Background: an optimization exercise with open tools, aiming at small area and a short achievable clock period. Do not read the settings as production practice. Only the layout flow was run in this run; the RTL was not checked for function there. Power figures rest on the tool's default switching activity, not on a simulated workload.

--- design/flow/design.v ---
module PE (
    input  [7:0]  ifm_in,
    input  [7:0]  w_in,
    input         clk,
    input         rst_n,
    input         done,
    output [7:0]  ifm_pass,
    output [7:0]  w_pass,
    output [31:0] psum_out
);
    reg [7:0]  ifm_pass_r;
    reg [7:0]  w_pass_r;
    assign ifm_pass = ifm_pass_r;
    assign w_pass = w_pass_r;
    wire pp0_0 = w_in[0] & ifm_in[0];
    wire pp0_1 = w_in[0] & ifm_in[1];
    wire pp0_2 = w_in[0] & ifm_in[2];
    wire pp0_3 = w_in[0] & ifm_in[3];
    wire pp0_4 = w_in[0] & ifm_in[4];
    wire pp0_5 = w_in[0] & ifm_in[5];
    wire pp0_6 = w_in[0] & ifm_in[6];
    wire pp0_7 = w_in[0] & ifm_in[7];
    wire pp1_0 = w_in[1] & ifm_in[0];
    wire pp1_1 = w_in[1] & ifm_in[1];
    wire pp1_2 = w_in[1] & ifm_in[2];
    wire pp1_3 = w_in[1] & ifm_in[3];
    wire pp1_4 = w_in[1] & ifm_in[4];
    wire pp1_5 = w_in[1] & ifm_in[5];
    wire pp1_6 = w_in[1] & ifm_in[6];
    wire pp1_7 = w_in[1] & ifm_in[7];
    wire pp2_0 = w_in[2] & ifm_in[0];
    wire pp2_1 = w_in[2] & ifm_in[1];
    wire pp2_2 = w_in[2] & ifm_in[2];
    wire pp2_3 = w_in[2] & ifm_in[3];
    wire pp2_4 = w_in[2] & ifm_in[4];
    wire pp2_5 = w_in[2] & ifm_in[5];
    wire pp2_6 = w_in[2] & ifm_in[6];
    wire pp2_7 = w_in[2] & ifm_in[7];
    wire pp3_0 = w_in[3] & ifm_in[0];
    wire pp3_1 = w_in[3] & ifm_in[1];
    wire pp3_2 = w_in[3] & ifm_in[2];
    wire pp3_3 = w_in[3] & ifm_in[3];
    wire pp3_4 = w_in[3] & ifm_in[4];
    wire pp3_5 = w_in[3] & ifm_in[5];
    wire pp3_6 = w_in[3] & ifm_in[6];
    wire pp3_7 = w_in[3] & ifm_in[7];
    wire pp4_0 = w_in[4] & ifm_in[0];
    wire pp4_1 = w_in[4] & ifm_in[1];
    wire pp4_2 = w_in[4] & ifm_in[2];
    wire pp4_3 = w_in[4] & ifm_in[3];
    wire pp4_4 = w_in[4] & ifm_in[4];
    wire pp4_5 = w_in[4] & ifm_in[5];
    wire pp4_6 = w_in[4] & ifm_in[6];
    wire pp4_7 = w_in[4] & ifm_in[7];
    wire pp5_0 = w_in[5] & ifm_in[0];
    wire pp5_1 = w_in[5] & ifm_in[1];
    wire pp5_2 = w_in[5] & ifm_in[2];
    wire pp5_3 = w_in[5] & ifm_in[3];
    wire pp5_4 = w_in[5] & ifm_in[4];
    wire pp5_5 = w_in[5] & ifm_in[5];
    wire pp5_6 = w_in[5] & ifm_in[6];
    wire pp5_7 = w_in[5] & ifm_in[7];
    wire pp6_0 = w_in[6] & ifm_in[0];
    wire pp6_1 = w_in[6] & ifm_in[1];
    wire pp6_2 = w_in[6] & ifm_in[2];
    wire pp6_3 = w_in[6] & ifm_in[3];
    wire pp6_4 = w_in[6] & ifm_in[4];
    wire pp6_5 = w_in[6] & ifm_in[5];
    wire pp6_6 = w_in[6] & ifm_in[6];
    wire pp6_7 = w_in[6] & ifm_in[7];
    wire pp7_0 = w_in[7] & ifm_in[0];
    wire pp7_1 = w_in[7] & ifm_in[1];
    wire pp7_2 = w_in[7] & ifm_in[2];
    wire pp7_3 = w_in[7] & ifm_in[3];
    wire pp7_4 = w_in[7] & ifm_in[4];
    wire pp7_5 = w_in[7] & ifm_in[5];
    wire pp7_6 = w_in[7] & ifm_in[6];
    wire pp7_7 = w_in[7] & ifm_in[7];
    reg [15:0] lo_a;
    reg [15:0] lo_b;
    reg [15:0] hi;
    wire [16:0] lo = {1'b0, lo_a} + {1'b0, lo_b};
    wire [15:0] hi_inc = hi + 16'd1;
    wire [15:0] p_hi = lo[16] ? hi_inc : hi;
    assign psum_out = {p_hi, lo[15:0]};
    wire [15:0] acc = lo[15:0] & {16{~done}};
    wire [15:0] acc_hi = p_hi & {16{~done}};
    wire ts0 = pp0_5 ^ pp1_4;
    wire tc0 = pp0_5 & pp1_4;
    wire ts1 = pp0_6 ^ pp1_5 ^ pp2_4;
    wire tc1 = (pp0_6 & pp1_5) | (pp0_6 & pp2_4) | (pp1_5 & pp2_4);
    wire ts2 = pp3_3 ^ pp4_2;
    wire tc2 = pp3_3 & pp4_2;
    wire ts3 = pp0_7 ^ pp1_6 ^ pp2_5;
    wire tc3 = (pp0_7 & pp1_6) | (pp0_7 & pp2_5) | (pp1_6 & pp2_5);
    wire ts4 = pp3_4 ^ pp4_3 ^ pp5_2;
    wire tc4 = (pp3_4 & pp4_3) | (pp3_4 & pp5_2) | (pp4_3 & pp5_2);
    wire ts5 = pp6_1 ^ pp7_0;
    wire tc5 = pp6_1 & pp7_0;
    wire ts6 = pp1_7 ^ pp2_6 ^ pp3_5;
    wire tc6 = (pp1_7 & pp2_6) | (pp1_7 & pp3_5) | (pp2_6 & pp3_5);
    wire ts7 = pp4_4 ^ pp5_3 ^ pp6_2;
    wire tc7 = (pp4_4 & pp5_3) | (pp4_4 & pp6_2) | (pp5_3 & pp6_2);
    wire ts8 = pp7_1 ^ acc[8];
    wire tc8 = pp7_1 & acc[8];
    wire ts9 = pp2_7 ^ pp3_6 ^ pp4_5;
    wire tc9 = (pp2_7 & pp3_6) | (pp2_7 & pp4_5) | (pp3_6 & pp4_5);
    wire ts10 = pp5_4 ^ pp6_3 ^ pp7_2;
    wire tc10 = (pp5_4 & pp6_3) | (pp5_4 & pp7_2) | (pp6_3 & pp7_2);
    wire ts11 = pp3_7 ^ pp4_6 ^ pp5_5;
    wire tc11 = (pp3_7 & pp4_6) | (pp3_7 & pp5_5) | (pp4_6 & pp5_5);
    wire ts12 = pp0_3 ^ pp1_2;
    wire tc12 = pp0_3 & pp1_2;
    wire ts13 = pp0_4 ^ pp1_3 ^ pp2_2;
    wire tc13 = (pp0_4 & pp1_3) | (pp0_4 & pp2_2) | (pp1_3 & pp2_2);
    wire ts14 = pp3_1 ^ pp4_0;
    wire tc14 = pp3_1 & pp4_0;
    wire ts15 = pp2_3 ^ pp3_2 ^ pp4_1;
    wire tc15 = (pp2_3 & pp3_2) | (pp2_3 & pp4_1) | (pp3_2 & pp4_1);
    wire ts16 = pp5_0 ^ ts0 ^ acc[5];
    wire tc16 = (pp5_0 & ts0) | (pp5_0 & acc[5]) | (ts0 & acc[5]);
    wire ts17 = pp5_1 ^ pp6_0 ^ tc0;
    wire tc17 = (pp5_1 & pp6_0) | (pp5_1 & tc0) | (pp6_0 & tc0);
    wire ts18 = ts2 ^ ts1 ^ acc[6];
    wire tc18 = (ts2 & ts1) | (ts2 & acc[6]) | (ts1 & acc[6]);
    wire ts19 = tc2 ^ ts5 ^ tc1;
    wire tc19 = (tc2 & ts5) | (tc2 & tc1) | (ts5 & tc1);
    wire ts20 = ts3 ^ ts4 ^ acc[7];
    wire tc20 = (ts3 & ts4) | (ts3 & acc[7]) | (ts4 & acc[7]);
    wire ts21 = tc5 ^ tc3 ^ tc4;
    wire tc21 = (tc5 & tc3) | (tc5 & tc4) | (tc3 & tc4);
    wire ts22 = ts6 ^ ts7 ^ ts8;
    wire tc22 = (ts6 & ts7) | (ts6 & ts8) | (ts7 & ts8);
    wire ts23 = tc6 ^ tc7 ^ ts10;
    wire tc23 = (tc6 & tc7) | (tc6 & ts10) | (tc7 & ts10);
    wire ts24 = ts9 ^ acc[9] ^ tc8;
    wire tc24 = (ts9 & acc[9]) | (ts9 & tc8) | (acc[9] & tc8);
    wire ts25 = pp6_4 ^ pp7_3 ^ tc10;
    wire tc25 = (pp6_4 & pp7_3) | (pp6_4 & tc10) | (pp7_3 & tc10);
    wire ts26 = tc9 ^ ts11 ^ acc[10];
    wire tc26 = (tc9 & ts11) | (tc9 & acc[10]) | (ts11 & acc[10]);
    wire ts27 = pp4_7 ^ pp5_6 ^ pp6_5;
    wire tc27 = (pp4_7 & pp5_6) | (pp4_7 & pp6_5) | (pp5_6 & pp6_5);
    wire ts28 = pp7_4 ^ tc11 ^ acc[11];
    wire tc28 = (pp7_4 & tc11) | (pp7_4 & acc[11]) | (tc11 & acc[11]);
    wire ts29 = pp5_7 ^ pp6_6 ^ pp7_5;
    wire tc29 = (pp5_7 & pp6_6) | (pp5_7 & pp7_5) | (pp6_6 & pp7_5);
    wire ts30 = pp0_2 ^ pp1_1;
    wire tc30 = pp0_2 & pp1_1;
    wire ts31 = pp2_1 ^ pp3_0 ^ ts12;
    wire tc31 = (pp2_1 & pp3_0) | (pp2_1 & ts12) | (pp3_0 & ts12);
    wire ts32 = tc12 ^ ts14 ^ ts13;
    wire tc32 = (tc12 & ts14) | (tc12 & ts13) | (ts14 & ts13);
    wire ts33 = tc14 ^ tc13 ^ ts15;
    wire tc33 = (tc14 & tc13) | (tc14 & ts15) | (tc13 & ts15);
    wire ts34 = tc15 ^ ts17 ^ tc16;
    wire tc34 = (tc15 & ts17) | (tc15 & tc16) | (ts17 & tc16);
    wire ts35 = tc17 ^ ts19 ^ tc18;
    wire tc35 = (tc17 & ts19) | (tc17 & tc18) | (ts19 & tc18);
    wire ts36 = tc19 ^ ts21 ^ tc20;
    wire tc36 = (tc19 & ts21) | (tc19 & tc20) | (ts21 & tc20);
    wire ts37 = tc21 ^ ts23 ^ ts24;
    wire tc37 = (tc21 & ts23) | (tc21 & ts24) | (ts23 & ts24);
    wire ts38 = tc23 ^ ts25 ^ ts26;
    wire tc38 = (tc23 & ts25) | (tc23 & ts26) | (ts25 & ts26);
    wire ts39 = ts27 ^ tc25 ^ tc26;
    wire tc39 = (ts27 & tc25) | (ts27 & tc26) | (tc25 & tc26);
    wire ts40 = tc27 ^ ts29 ^ acc[12];
    wire tc40 = (tc27 & ts29) | (tc27 & acc[12]) | (ts29 & acc[12]);
    wire ts41 = pp6_7 ^ pp7_6 ^ tc29;
    wire tc41 = (pp6_7 & pp7_6) | (pp6_7 & tc29) | (pp7_6 & tc29);
    wire ts42 = pp0_1 ^ pp1_0;
    wire tc42 = pp0_1 & pp1_0;
    wire ts43 = pp2_0 ^ ts30 ^ acc[2];
    wire tc43 = (pp2_0 & ts30) | (pp2_0 & acc[2]) | (ts30 & acc[2]);
    wire ts44 = tc30 ^ acc[3] ^ ts31;
    wire tc44 = (tc30 & acc[3]) | (tc30 & ts31) | (acc[3] & ts31);
    wire ts45 = acc[4] ^ tc31 ^ ts32;
    wire tc45 = (acc[4] & tc31) | (acc[4] & ts32) | (tc31 & ts32);
    wire ts46 = tc32 ^ ts33 ^ ts16;
    wire tc46 = (tc32 & ts33) | (tc32 & ts16) | (ts33 & ts16);
    wire ts47 = tc33 ^ ts18 ^ ts34;
    wire tc47 = (tc33 & ts18) | (tc33 & ts34) | (ts18 & ts34);
    wire ts48 = ts20 ^ tc34 ^ ts35;
    wire tc48 = (ts20 & tc34) | (ts20 & ts35) | (tc34 & ts35);
    wire ts49 = ts22 ^ tc35 ^ ts36;
    wire tc49 = (ts22 & tc35) | (ts22 & ts36) | (tc35 & ts36);
    wire ts50 = tc22 ^ tc36 ^ ts37;
    wire tc50 = (tc22 & tc36) | (tc22 & ts37) | (tc36 & ts37);
    wire ts51 = tc24 ^ ts38 ^ tc37;
    wire tc51 = (tc24 & ts38) | (tc24 & tc37) | (ts38 & tc37);
    wire ts52 = ts28 ^ ts39 ^ tc38;
    wire tc52 = (ts28 & ts39) | (ts28 & tc38) | (ts39 & tc38);
    wire ts53 = tc28 ^ ts40 ^ tc39;
    wire tc53 = (tc28 & ts40) | (tc28 & tc39) | (ts40 & tc39);
    wire ts54 = acc[13] ^ ts41 ^ tc40;
    wire tc54 = (acc[13] & ts41) | (acc[13] & tc40) | (ts41 & tc40);
    wire ts55 = pp7_7 ^ acc[14] ^ tc41;
    wire tc55 = (pp7_7 & acc[14]) | (pp7_7 & tc41) | (acc[14] & tc41);
    wire [15:0] ta = {acc[15], ts55, ts54, ts53, ts52, ts51, ts50, ts49, ts48, ts47, ts46, ts45, ts44, ts43, acc[1], pp0_0};
    wire [15:0] tb = {tc55, tc54, tc53, tc52, tc51, tc50, tc49, tc48, tc47, tc46, tc45, tc44, tc43, tc42, ts42, acc[0]};
    always @(posedge clk or negedge rst_n) begin
        if (!rst_n) begin
            ifm_pass_r <= 8'd0;
            w_pass_r <= 8'd0;
            lo_a <= 16'd0;
            lo_b <= 16'd0;
            hi <= 16'd0;
        end else begin
            ifm_pass_r <= ifm_in;
            w_pass_r <= w_in;
            lo_a <= ta;
            lo_b <= tb;
            hi <= acc_hi;
        end
    end
endmodule
module PE_Array #(
    parameter DATA_WIDTH = 8,
    parameter ARRAY_SIZE = 4,
    parameter DIAG_NUM = 2 * ARRAY_SIZE - 1,
    parameter SUM_WIDTH = 32
)(
    input [ARRAY_SIZE*DATA_WIDTH-1:0] ifm_in,
    input [ARRAY_SIZE*DATA_WIDTH-1:0] w_in,
    input clk,
    input rst_n,
    input [DIAG_NUM-1:0] done,
    output [ARRAY_SIZE*DATA_WIDTH-1:0] ifm_pass,
    output [ARRAY_SIZE*DATA_WIDTH-1:0] w_pass,
    output [ARRAY_SIZE*ARRAY_SIZE*SUM_WIDTH-1:0] psum_out
);
    wire [DATA_WIDTH-1:0] ifm_wire [0:ARRAY_SIZE-1][0:ARRAY_SIZE];
    wire [DATA_WIDTH-1:0] w_wire [0:ARRAY_SIZE][0:ARRAY_SIZE-1];
    generate
        for(genvar i=0; i<ARRAY_SIZE; i=i+1) begin : input_connections
            assign ifm_wire[i][0] = ifm_in[DATA_WIDTH*i +: DATA_WIDTH];
            assign w_wire[0][i] = w_in[DATA_WIDTH*i +: DATA_WIDTH];
        end
    endgenerate
    generate
        for(genvar i=0; i<ARRAY_SIZE; i=i+1) begin : output_connections
            assign ifm_pass[DATA_WIDTH*i +: DATA_WIDTH] = ifm_wire[i][ARRAY_SIZE];
            assign w_pass[DATA_WIDTH*i +: DATA_WIDTH] = w_wire[ARRAY_SIZE][i];
        end
    endgenerate
    generate
        for(genvar i=0;i<ARRAY_SIZE;i=i+1) begin : row_gen
            for(genvar j=0;j<ARRAY_SIZE;j=j+1) begin : col_gen
                PE Processing_Element(
                .ifm_in(ifm_wire[i][j]),
                .w_in(w_wire[i][j]),
                .clk(clk),
                .rst_n(rst_n),
                .done(done[i+j]),
                .ifm_pass(ifm_wire[i][j+1]),
                .w_pass(w_wire[i+1][j]),
                .psum_out(psum_out[SUM_WIDTH*(i*ARRAY_SIZE+j) +: SUM_WIDTH])
                );
            end
        end
    endgenerate
endmodule
--- design/flow/run.sh ---
#!/bin/bash
# synth_recipe.tcl (not shown) runs the flow's synth.tcl, then flattens the netlist and writes it again
# the make line also repeats each setting of config.mk as NAME=value (left out here)
make -C /OpenROAD-flow-scripts/flow DESIGN_CONFIG=/design/flow/config.mk WORK_HOME=/design/flow/orfs CLKGATE_MAP_FILE= SYNTH_SCRIPT=/design/flow/synth_recipe.tcl finish
--- design/flow/config.mk ---
export PLATFORM = sky130hd
export DESIGN_NAME = PE_Array
export DESIGN_NICKNAME = PE_Array
export VERILOG_FILES = /design/flow/design.v
export SDC_FILE = /design/flow/constraint.sdc
export NUM_CORES = 4
export LEC_CHECK = 0
export CAP_MARGIN = 20
export CORE_MARGIN = 2
export CORE_UTILIZATION = 40
export SETUP_SLACK_MARGIN = 0.2
export SLEW_MARGIN = 20
--- design/flow/constraint.sdc ---
create_clock -name core_clock -period 7.0 [get_ports {clk}]
set_input_delay 1.4000 -clock core_clock [delete_from_list [all_inputs] [get_ports {clk}]]
set_output_delay 1.4000 -clock core_clock [all_outputs]
set_load 0.01 [all_outputs]
==> run summary <==
==> logic make-up after synthesis <==
kind of cell,Yosys count,synth area share [%]
AND/OR/NAND/NOR,2360,18.77
adder cells (fa/ha/maj),1184,29.00
flip-flops,1024,35.90
buffers and inverters,966,5.102
AO/OA/AOI/OAI,559,5.251
XOR/XNOR,432,5.300
multiplexers,44,0.6853
==> per-layer routing <==
layer	share of wire, %	global-route usage [%]	wire [um]
met5	0.0070	0	13
met4	4.0	7.998	7455
met3	4.7	3.811	8754
met2	49	35.66	90780
met1	42	26.31	77600
==> power by group through the flow <==
stage               clock, uW  combinational, uW  sequential, uW
global placement            0              20200            8010
global route             7100              22700            8060
CTS                      6860              20600            7940
floorplan                   0              12100            7790
detailed placement          0              20400            8030
finish                   6630              20300            7920
==> area by class of cell <==
cell class | instances | area [um^2]
inverter | 879 | 3299
fill | 16274 | 92810
multi-input combinational | 4579 | 42140
antenna | 3 | 7.507
timing repair buffer | 680 | 6777
tap | 2355 | 2947
clock buffer | 184 | 3822
sequential | 1024 | 25620
clock inverter | 47 | 415.4
==> registers in the layout, indices dropped and copies added, names as in the netlist <==
register	count
row_gen.col_gen.Processing_Element.hi	256
row_gen.col_gen.Processing_Element.lo_a	256
row_gen.col_gen.Processing_Element.lo_b	256
row_gen.col_gen.Processing_Element.w_pass_r	128
row_gen.col_gen.Processing_Element.ifm_pass_r	128
==> worst max-delay path, stage by stage, from the launching register on <==
cell	delay, ns
sky130_fd_sc_hd__dfrtp_1	0.32
sky130_fd_sc_hd__ha_1	0.16
sky130_fd_sc_hd__inv_1	0.06
sky130_fd_sc_hd__fa_1	0.40
sky130_fd_sc_hd__nor2b_1	0.12
sky130_fd_sc_hd__o21ai_0	0.10
sky130_fd_sc_hd__a21boi_0	0.37
sky130_fd_sc_hd__o211ai_1	0.16
sky130_fd_sc_hd__a21boi_0	0.32
sky130_fd_sc_hd__o211ai_2	0.43
sky130_fd_sc_hd__a21boi_4	0.64
sky130_fd_sc_hd__nand3_1	0.23
sky130_fd_sc_hd__xnor2_1	0.28
sky130_fd_sc_hd__clkdlybuf4s50_1	0.59
==> Yosys cell counts (5+ instances only) <==
master | count | area (um^2)
sky130_fd_sc_hd__nand3_1 | 101 | 505.5
sky130_fd_sc_hd__a221oi_1 | 5 | 43.79
sky130_fd_sc_hd__dfrtp_1 | 1024 | 25620
sky130_fd_sc_hd__and2_1 | 883 | 5524
sky130_fd_sc_hd__mux2i_1 | 5 | 50.05
sky130_fd_sc_hd__o211ai_1 | 29 | 217.7
sky130_fd_sc_hd__a41oi_1 | 7 | 61.31
sky130_fd_sc_hd__and4_1 | 15 | 131.4
sky130_fd_sc_hd__nand2_1 | 329 | 1235
sky130_fd_sc_hd__mux2_2 | 38 | 427.9
sky130_fd_sc_hd__nor2_1 | 184 | 690.7
sky130_fd_sc_hd__and3_1 | 66 | 412.9
sky130_fd_sc_hd__o31a_1 | 6 | 52.55
sky130_fd_sc_hd__or3_1 | 28 | 175.2
sky130_fd_sc_hd__a21oi_1 | 161 | 805.8
sky130_fd_sc_hd__xor2_1 | 150 | 1314
sky130_fd_sc_hd__buf_2 | 7 | 35.03
sky130_fd_sc_hd__nand2b_1 | 72 | 450.4
sky130_fd_sc_hd__a31oi_1 | 27 | 168.9
sky130_fd_sc_hd__o21ai_0 | 69 | 345.3
sky130_fd_sc_hd__o21a_1 | 32 | 240.2
sky130_fd_sc_hd__or2_2 | 15 | 93.84
sky130_fd_sc_hd__o2111ai_1 | 12 | 105.1
sky130_fd_sc_hd__nor4b_1 | 7 | 61.31
sky130_fd_sc_hd__a211o_1 | 6 | 52.55
sky130_fd_sc_hd__a211oi_1 | 14 | 105.1
sky130_fd_sc_hd__nor4_1 | 11 | 68.82
sky130_fd_sc_hd__ha_1 | 400 | 5005
sky130_fd_sc_hd__or4_1 | 7 | 52.55
sky130_fd_sc_hd__clkbuf_1 | 77 | 289.0
sky130_fd_sc_hd__o21bai_1 | 25 | 187.7
sky130_fd_sc_hd__o31ai_1 | 9 | 67.56
sky130_fd_sc_hd__nand4_1 | 58 | 362.9
sky130_fd_sc_hd__xnor2_1 | 282 | 2470
sky130_fd_sc_hd__o21ai_1 | 16 | 80.08
sky130_fd_sc_hd__a21o_1 | 82 | 615.6
sky130_fd_sc_hd__inv_1 | 879 | 3299
sky130_fd_sc_hd__nor2b_1 | 459 | 2872
sky130_fd_sc_hd__nor3_1 | 95 | 475.5
sky130_fd_sc_hd__fa_1 | 784 | 15700
sky130_fd_sc_hd__nor3b_1 | 11 | 82.58
sky130_fd_sc_hd__o21ba_2 | 5 | 50.05
==> worst max-delay path by stage <==
| stage | start | endpoint | slack, ns | cells after the start |
|---|---|---|---|---|
| 2_1_floorplan | row_gen[0].col_gen[0].Processing_Element.lo_b[0]$_DFF_PN0_ | psum_out[17] | 2.68 | 11 |
| 6_report | row_gen[2].col_gen[1].Processing_Element.lo_b[0]$_DFF_PN0_ | psum_out[316] | 0.64 | 13 |
| 4_1_cts | row_gen[2].col_gen[1].Processing_Element.lo_a[0]$_DFF_PN0_ | psum_out[316] | 0.46 | 13 |
| 3_3_place_gp | row_gen[2].col_gen[1].Processing_Element.lo_b[0]$_DFF_PN0_ | psum_out[316] | 1.14 | 13 |
| 3_5_place_dp | row_gen[2].col_gen[1].Processing_Element.lo_a[0]$_DFF_PN0_ | psum_out[316] | 1.06 | 13 |
| 5_1_grt | row_gen[2].col_gen[1].Processing_Element.lo_a[0]$_DFF_PN0_ | psum_out[316] | 0.40 | 13 |
==> stage by stage <==
step / total power [uW] / util [%] / hold slack [ns] / worst slack, ns / std cells
after global routing: 37810 / 47.81 / 0.5547 / 0.4014 / 9749
final: 34810 / 47.81 / 0.5333 / 0.6379 / 9751
after detailed placement: 28470 / 45.42 / 0.5474 / 1.060 / 9517
after CTS: 35430 / 47.81 / 0.5403 / 0.4602 / 9748
after floorplan: 19840 / - / 0.4315 / 2.680 / 6569
after global placement: 28190 / 45.42 / 0.5360 / 1.138 / 9517
==> what timing repair did <==
action / CTS / global route
endpoints found under the setup margin: 1 / 0
hold buffers: 0 / 0
resized for setup: 1 / 0
==> run summary <==
The total clock sinks came out at between 1,000 and 1,500. At the later pin of the worst-skew pair, clock insertion delay measures 0.78 ns. The number of global-route vias before repair came out at 52,757. The share of the yosys chip area belonging to registers came out at between 30% and 40%. The largest net degree at the start of global routing came out at 143.

The leakage power of the design is 0.04055 uW. The post-synthesis average cell area came out at 10.87 um^2. The standard-cell row count came out at 155.

The post-detailed-route wirelength per cell came out at 18.93 um. The synthesized area is 0.07138 mm^2. The accumulated negative setup slack came out at 0 ns. In the global route stage, overall resource usage came out at 20.90%. The overflow left after global routing came out at 0. The arrival time reported for the critical path endpoint is 4.96 ns. In this run the worst hold path is classified as register to register. The peak supply drop came out at 0.0004290 V.

The worst reg2reg path depth is 17. The relative contribution of the clock network to total power is 19.1%. The clock passes through at most 3 buffers. At the worst endpoint, the required time is around 5.6 ns.

The clock transition at the registers of the reported paths came out at about 0.060 ns. The worst register-to-register path begins at row_gen[2].col_gen[1].Processing_Element.lo_b[0]$_DFF_PN0_. When the netlist entered floorplanning its net count stood at approximately 7,800. The first-pass iteration count of the detailed router is 5. The routed design could run at a clock period as short as 6.362 ns. The post-placement cell area came out at 0.08078 mm^2. The first global-routing pass estimated 297.3 mm of wire.

The count of cell types in the netlist is a little over 90. The final count of negative-setup-slack endpoints is 0. The average via count per standard cell is 4.943. Dividing total power by cell area gives a power density of ~410 mW/mm^2. In this run the vertical extent of the chip is 426.4 um.

Net switching is between 40 and 50% of the power. Across the run, the number of max-cap violations was 0. The number of antenna violations at the first check in global routing is 7. Pin placement for this block handled between 600 and 700 I/O pins. The post-route antenna net violation count is 0. The core footprint came out at 0.1778 mm^2. In the layout the commonest cells are 1,024 x sky130_fd_sc_hd__dfrtp_1, 883 x sky130_fd_sc_hd__and2_1, 879 x sky130_fd_sc_hd__inv_1, 784 x sky130_fd_sc_hd__fa_1, 642 x sky130_fd_sc_hd__clkdlybuf4s50_1.

The post-route netlist has 4.545% of its cells at a drive strength greater than 1. For the pin with the worst max-slew slack, the measured transition is around 1.1 ns. The number of remaining DRC errors came out at 0. The buffer count from post-CTS setup fixing came out at 0. The final instance area is 0.08503 mm^2. The top fanout value on the critical path came out at 9. The total detailed-routing wirelength came out at 184.6 mm. The net switching power came out at approximately 14,000 uW.

The CTS H-tree depth is 4. The critical path is of the register to output pin type. The net count reported at finish is 8,551. Setup repair after global routing left no endpoint under its margin. The cell count after synthesis is roughly 6,600. Headroom to the max-slew limit came out at 26.41%.

Compared with the post-synthesis result, the final layout area differs by 19.12%. The endpoint identified for the worst register-to-register timing path is row_gen[2].col_gen[1].Processing_Element.lo_a[9]$_DFF_PN0_. Among all flip-flop cells after synthesis, the most frequent one is sky130_fd_sc_hd__dfrtp_1.

The number of hold violations in the final report is 0. Per report_power, the combinational group accounts for 58.2% of the total. The run finished with no timing, DRC or antenna violations. The maximum achievable frequency came out at 157.2 MHz. The register-to-register setup slack came out at 2.49 ns. The detailed router finished its first iteration with 2,280 violations. The number of flops mapped to enable cells by yosys came out at 0. STA classifies the critical path startpoint as a register. The number of clock buffers inserted by TritonCTS is 130. The die is 426.4 um wide. The tree is rooted in a sky130_fd_sc_hd__clkbuf_16. The most common library cell in the layout ignoring fill and taps is sky130_fd_sc_hd__dfrtp_1. TritonCTS built the clock tree. The portion of the clock cycle consumed by the worst path in the final layout is 90.89%. For the final database, setup skew stands at between 0.03 and 0.04 ns. The async set or reset register ratio after synthesis is 100.0%. The cell count of the worst hold path is 0. The internal power of the cells is between 20,000 and 25,000 uW.

After synthesis the netlist holds a flip-flop and latch count of 1,024. STA classifies the critical path endpoint as an output pin. For this run, the number of Yosys warnings is 2. The total vias in the final route came out at 48,195. The count of port buffers added during placement came out at 648. The global placement routability congestion came out at 0.8605. The total die area is 0.1819 mm^2. The final max-slew violation count is 0. Once the floorplan was initialized, standard cells occupied around two fifths of the core.

The half-perimeter wire length after placement came out at approximately 140 mm. The sequential group share of total power is 22.8%.

==> re-timing with driven ports <==
The flow's constraints put no driver on any port. The routed layout listed below was extracted and timed again, unchanged, in two steps. Step 1 (the two cells are an assumption about what drives the block):
set clk [get_ports {clk}]
set_driving_cell -lib_cell sky130_fd_sc_hd__clkbuf_16 $clk
set_driving_cell -lib_cell sky130_fd_sc_hd__buf_2 [delete_from_list [all_inputs] $clk]
Step 2 also shifts input and output timing later by t, the mid clock arrival at the registers, as if the neighbouring blocks saw the same clock. Slacks: ideal / step 1 / step 2; pairs: ideal / step 1.
t, ns: 0.845
setup slack, ns: 0.638 / 0.556 / 1.402
cell pins on the clock port's net: 1
After both steps this run still meets setup and hold. The setup slack of this run moves by -0.082 ns with the drivers and by +0.764 ns with both steps.
